This is an optimization exercise on Yosys and OpenROAD, whose aim is small area and a short achievable clock period, not a production implementation.
Where RTL was checked, it was by simulation tests only, not by an equivalence proof against the original.
The clock input has no modelled driver; a real chip could not lean on it and would need a root buffer or a full tree.
No activity file was given, so power comes from the tool's default toggle rates.

==> flow/design.v (excerpt) <==
module Router_Top_Level_1x3(clock,resetn,read_enb_0,read_enb_1,read_enb_2,data_in,pkt_valid,data_out_0,data_out_1,data_out_2,valid_out_0,valid_out_1,valid_out_2,error,busy);
For scale: roughly 1,200 cells after synthesis, roughly 19,000 um^2 of cells after synthesis.
==> module FIFO_Project, before the edit <==
module FIFO_Project(clk, resetn, soft_reset, read_enb, write_enb, data_in,
                    data_out, valid, full, full_next);
input clk, resetn, soft_reset, read_enb, write_enb;
input [7:0] data_in;
output reg [7:0] data_out;
output reg valid;    
output reg full;
output full_next;
reg [7:0] fifo [0:15];
reg [3:0] last;      
wire clr = !resetn || soft_reset;
wire wr  = write_enb && !full;
wire rd  = read_enb && valid;
integer k;
always @(posedge clk)
    if (wr) begin
        fifo[0] <= data_in;
        for (k = 1; k < 16; k = k + 1)
            fifo[k] <= fifo[k - 1];
    end
wire [7:0] rdata;
FIFO_Read_Mux read_mux(.d({fifo[15], fifo[14], fifo[13], fifo[12], fifo[11], fifo[10], fifo[9], fifo[8],
                          fifo[7], fifo[6], fifo[5], fifo[4], fifo[3], fifo[2], fifo[1], fifo[0]}),
                       .sel(last), .q(rdata));
always @(posedge clk)
    if (clr)
        data_out <= 8'd0;
    else if (rd)
        data_out <= rdata;
wire [3:0] last_rd   = wr ? last : (last == 4'd0 ? 4'd0 : last - 4'd1);
wire [3:0] last_nord = (wr && valid) ? last + 4'd1 : last;
wire [3:0] last_next;
FIFO_Pick4 pick_last(.clr(clr), .sel(read_enb && valid), .a(last_rd), .b(last_nord), .q(last_next));
always @(posedge clk)
    last <= last_next;
assign full_next = !clr && !(read_enb && valid) && (wr ? (valid && last == 4'd14) : full);
always @(posedge clk) begin
    valid <= !clr && (wr || (valid && !(read_enb && last == 4'd0)));
    full  <= full_next;
end
endmodule
==> module Router_Top_Level_1x3, before the edit <==
module Router_Top_Level_1x3(clock,resetn,read_enb_0,read_enb_1,read_enb_2,data_in,pkt_valid,data_out_0,data_out_1,data_out_2,valid_out_0,valid_out_1,valid_out_2,error,busy);
input clock,resetn,read_enb_0,read_enb_1,read_enb_2,pkt_valid;
input [7:0] data_in;
output valid_out_0,valid_out_1,valid_out_2,error,busy;
output [7:0] data_out_0,data_out_1,data_out_2;
wire [2:0] soft_reset, valid, full, read_enb;
wire [7:0] reg_out;
wire [1:0] addr;
wire detect_add, lfd_state, ld_state, lp_state, cpe_state, full_state, laf_state;
wire parity_done, low_pkt_valid;
assign read_enb = {read_enb_2, read_enb_1, read_enb_0};
assign valid_out_0 = valid[0];
assign valid_out_1 = valid[1];
assign valid_out_2 = valid[2];
wire [2:0] full_next;
wire [3:0] full_next4 = {1'b0, full_next};
reg fifo_full;
always @(posedge clock)
    fifo_full <= full_next4[addr];
wire [2:0] write_enb;
FIFO_Project fifo_0(.clk(clock), .resetn(resetn), .soft_reset(soft_reset[0]),
                    .read_enb(read_enb_0), .write_enb(write_enb[0]), .data_in(reg_out),
                    .data_out(data_out_0), .valid(valid[0]), .full(full[0]),
                    .full_next(full_next[0]));
FIFO_Project fifo_1(.clk(clock), .resetn(resetn), .soft_reset(soft_reset[1]),
                    .read_enb(read_enb_1), .write_enb(write_enb[1]), .data_in(reg_out),
                    .data_out(data_out_1), .valid(valid[1]), .full(full[1]),
                    .full_next(full_next[1]));
FIFO_Project fifo_2(.clk(clock), .resetn(resetn), .soft_reset(soft_reset[2]),
                    .read_enb(read_enb_2), .write_enb(write_enb[2]), .data_in(reg_out),
                    .data_out(data_out_2), .valid(valid[2]), .full(full[2]),
                    .full_next(full_next[2]));
Synchronizer_Project sync_0(.clk(clock), .resetn(resetn), .valid(valid[0]),
                            .read_enb(read_enb_0), .soft_reset(soft_reset[0]));
Synchronizer_Project sync_1(.clk(clock), .resetn(resetn), .valid(valid[1]),
                            .read_enb(read_enb_1), .soft_reset(soft_reset[1]));
Synchronizer_Project sync_2(.clk(clock), .resetn(resetn), .valid(valid[2]),
                            .read_enb(read_enb_2), .soft_reset(soft_reset[2]));
FSM_Project fsm0(.clk(clock), .resetn(resetn), .soft_reset(|soft_reset),
                 .pkt_valid(pkt_valid), .addr_in(data_in[1:0]), .empty_in(~valid),
                 .fifo_full(fifo_full), .parity_done(parity_done), .low_pkt_valid(low_pkt_valid),
                 .addr(addr), .detect_add(detect_add), .lfd_state(lfd_state), .ld_state(ld_state),
                 .lp_state(lp_state), .cpe_state(cpe_state), .full_state(full_state),
                 .laf_state(laf_state), .busy(busy), .write_enb(write_enb));
Register_Project register(.clk(clock), .resetn(resetn), .pkt_valid(pkt_valid), .data_in(data_in),
                          .fifo_full(fifo_full), .detect_add(detect_add), .ld_state(ld_state),
                          .laf_state(laf_state), .lfd_state(lfd_state), .cpe_state(cpe_state),
                          .err(error), .parity_done(parity_done), .low_pkt_valid(low_pkt_valid),
                          .data_out(reg_out));
endmodule
export LEC_CHECK = 0
export CAP_MARGIN = 20
export CORE_MARGIN = 2
export CORE_UTILIZATION = 55
export PLACE_DENSITY = 0.65
export SETUP_SLACK_MARGIN = 3.3
export SLEW_MARGIN = 20
export SYNTH_HIERARCHICAL = 1
export SYNTH_MINIMUM_KEEP_SIZE = 0
create_clock -name core_clock -period 5.0 [get_ports {clock}]
standard.sh (not shown) runs the stock make flow with config.mk's settings and CLKGATE_MAP_FILE= SYNTH_SCRIPT=/design/flow/synth_recipe.tcl, a recipe that flattens the netlist after the stock synthesis.
==> flow/flow/run.sh <==
#!/bin/bash
# Standard ORFS layout, except that the clock tree is a hand-built two-level
# inverter tree (flow/cts_hook.tcl) instead of TritonCTS's buffer H-tree, and
# the port buffers start as buf_4 instead of the smallest buffer.
set -euo pipefail
work=$(pwd)
bash standard.sh PRE_CTS_TCL="$work/flow/cts_hook.tcl" \
  BUFFER_PORTS_ARGS="-buffer_cell sky130_fd_sc_hd__buf_4" finish > "$work/standard.log" 2>&1
Other scripts of this flow, unchanged in this note and not shown: flow/flow/cts_hook.tcl
Then changed:
--- a/flow/design.v
+++ b/flow/design.v
@@ -1,19 +1,20 @@
 `timescale 1ns / 1ps
 module FIFO_Project(clk, resetn, soft_reset, read_enb, write_enb, data_in,
-                    data_out, valid, full, full_next);
+                    data_out, valid, empty, full, full_next);
 input clk, resetn, soft_reset, read_enb, write_enb;
 input [7:0] data_in;
 output reg [7:0] data_out;
 output reg valid;    
+output reg empty;    
 output reg full;
 output full_next;
 reg [7:0] fifo [0:15];
 reg [3:0] last;      
 wire clr = !resetn || soft_reset;
 wire wr  = write_enb && !full;
-wire rd  = read_enb && valid;
+wire rd  = read_enb && !empty;
 integer k;
 always @(posedge clk)
     if (wr) begin
         fifo[0] <= data_in;
         for (k = 1; k < 16; k = k + 1)
@@ -27,18 +28,20 @@
     if (clr)
         data_out <= 8'd0;
     else if (rd)
         data_out <= rdata;
 wire [3:0] last_rd   = wr ? last : (last == 4'd0 ? 4'd0 : last - 4'd1);
-wire [3:0] last_nord = (wr && valid) ? last + 4'd1 : last;
+wire [3:0] last_nord = (wr && !empty) ? last + 4'd1 : last;
 wire [3:0] last_next;
-FIFO_Pick4 pick_last(.clr(clr), .sel(read_enb && valid), .a(last_rd), .b(last_nord), .q(last_next));
+FIFO_Pick4 pick_last(.clr(clr), .sel(read_enb && !empty), .a(last_rd), .b(last_nord), .q(last_next));
 always @(posedge clk)
     last <= last_next;
-assign full_next = !clr && !(read_enb && valid) && (wr ? (valid && last == 4'd14) : full);
+assign full_next = !clr && !(read_enb && !empty) && (wr ? (!empty && last == 4'd14) : full);
+wire valid_next = !clr && (wr || (!empty && !(read_enb && last == 4'd0)));
 always @(posedge clk) begin
-    valid <= !clr && (wr || (valid && !(read_enb && last == 4'd0)));
+    valid <= valid_next;
+    empty <= !valid_next;
     full  <= full_next;
 end
 endmodule
 module FIFO_Read_Mux(input [127:0] d, input [3:0] sel, output [7:0] q);
 wire [15:0] s;
@@ -201,11 +204,11 @@
 module Router_Top_Level_1x3(clock,resetn,read_enb_0,read_enb_1,read_enb_2,data_in,pkt_valid,data_out_0,data_out_1,data_out_2,valid_out_0,valid_out_1,valid_out_2,error,busy);
 input clock,resetn,read_enb_0,read_enb_1,read_enb_2,pkt_valid;
 input [7:0] data_in;
 output valid_out_0,valid_out_1,valid_out_2,error,busy;
 output [7:0] data_out_0,data_out_1,data_out_2;
-wire [2:0] soft_reset, valid, full, read_enb;
+wire [2:0] soft_reset, valid, empty, full, read_enb;
 wire [7:0] reg_out;
 wire [1:0] addr;
 wire detect_add, lfd_state, ld_state, lp_state, cpe_state, full_state, laf_state;
 wire parity_done, low_pkt_valid;
 assign read_enb = {read_enb_2, read_enb_1, read_enb_0};
@@ -218,28 +221,28 @@
 always @(posedge clock)
     fifo_full <= full_next4[addr];
 wire [2:0] write_enb;
 FIFO_Project fifo_0(.clk(clock), .resetn(resetn), .soft_reset(soft_reset[0]),
                     .read_enb(read_enb_0), .write_enb(write_enb[0]), .data_in(reg_out),
-                    .data_out(data_out_0), .valid(valid[0]), .full(full[0]),
+                    .data_out(data_out_0), .valid(valid[0]), .empty(empty[0]), .full(full[0]),
                     .full_next(full_next[0]));
 FIFO_Project fifo_1(.clk(clock), .resetn(resetn), .soft_reset(soft_reset[1]),
                     .read_enb(read_enb_1), .write_enb(write_enb[1]), .data_in(reg_out),
-                    .data_out(data_out_1), .valid(valid[1]), .full(full[1]),
+                    .data_out(data_out_1), .valid(valid[1]), .empty(empty[1]), .full(full[1]),
                     .full_next(full_next[1]));
 FIFO_Project fifo_2(.clk(clock), .resetn(resetn), .soft_reset(soft_reset[2]),
                     .read_enb(read_enb_2), .write_enb(write_enb[2]), .data_in(reg_out),
-                    .data_out(data_out_2), .valid(valid[2]), .full(full[2]),
+                    .data_out(data_out_2), .valid(valid[2]), .empty(empty[2]), .full(full[2]),
                     .full_next(full_next[2]));
-Synchronizer_Project sync_0(.clk(clock), .resetn(resetn), .valid(valid[0]),
+Synchronizer_Project sync_0(.clk(clock), .resetn(resetn), .valid(!empty[0]),
                             .read_enb(read_enb_0), .soft_reset(soft_reset[0]));
-Synchronizer_Project sync_1(.clk(clock), .resetn(resetn), .valid(valid[1]),
+Synchronizer_Project sync_1(.clk(clock), .resetn(resetn), .valid(!empty[1]),
                             .read_enb(read_enb_1), .soft_reset(soft_reset[1]));
-Synchronizer_Project sync_2(.clk(clock), .resetn(resetn), .valid(valid[2]),
+Synchronizer_Project sync_2(.clk(clock), .resetn(resetn), .valid(!empty[2]),
                             .read_enb(read_enb_2), .soft_reset(soft_reset[2]));
 FSM_Project fsm0(.clk(clock), .resetn(resetn), .soft_reset(|soft_reset),
-                 .pkt_valid(pkt_valid), .addr_in(data_in[1:0]), .empty_in(~valid),
+                 .pkt_valid(pkt_valid), .addr_in(data_in[1:0]), .empty_in(empty),
                  .fifo_full(fifo_full), .parity_done(parity_done), .low_pkt_valid(low_pkt_valid),
                  .addr(addr), .detect_add(detect_add), .lfd_state(lfd_state), .ld_state(ld_state),
                  .lp_state(lp_state), .cpe_state(cpe_state), .full_state(full_state),
                  .laf_state(laf_state), .busy(busy), .write_enb(write_enb));
 Register_Project register(.clk(clock), .resetn(resetn), .pkt_valid(pkt_valid), .data_in(data_in),
Outcome: Global-route usage went up by 0.16 points; cell area grows by 3.1%; combinational power rose by about 10%; total power goes up by 1.1%; synthesized area goes up by 0.93%; worst hold slack stays flat.
No functional check of the RTL was part of the second run of this note. No run of this note takes its clock network from TritonCTS; it comes from the design's own scripts or RTL.

port drivers added, routing unchanged:
No port has a modelled driver above. Below, the same layouts with a new extraction and two added sets of constraints. Step 1, drivers: a clkbuf_16 drives clock and a buf_2 each remaining input, both assumed. Step 2, shift: input delay + t, output delay - t, t = (earliest + latest rising clock arrival at the registers) / 2. This alone moves slack from input paths to output paths. a / b / c = ideal / step 1 / step 2; a / b = the first two.
run | shift t [ns] | setup slack, ns | worst setup path at the end
the first run | 0.376 | 3.318 / 3.105 / 3.143 | input to register
the second run | 0.375 | 3.266 / 3.119 / 3.083 | input to register
After both steps setup and hold are still met in every run listed. For the second run, which loses most, drivers alone change the setup slack by -0.147 ns; drivers and shift together by -0.183 ns.
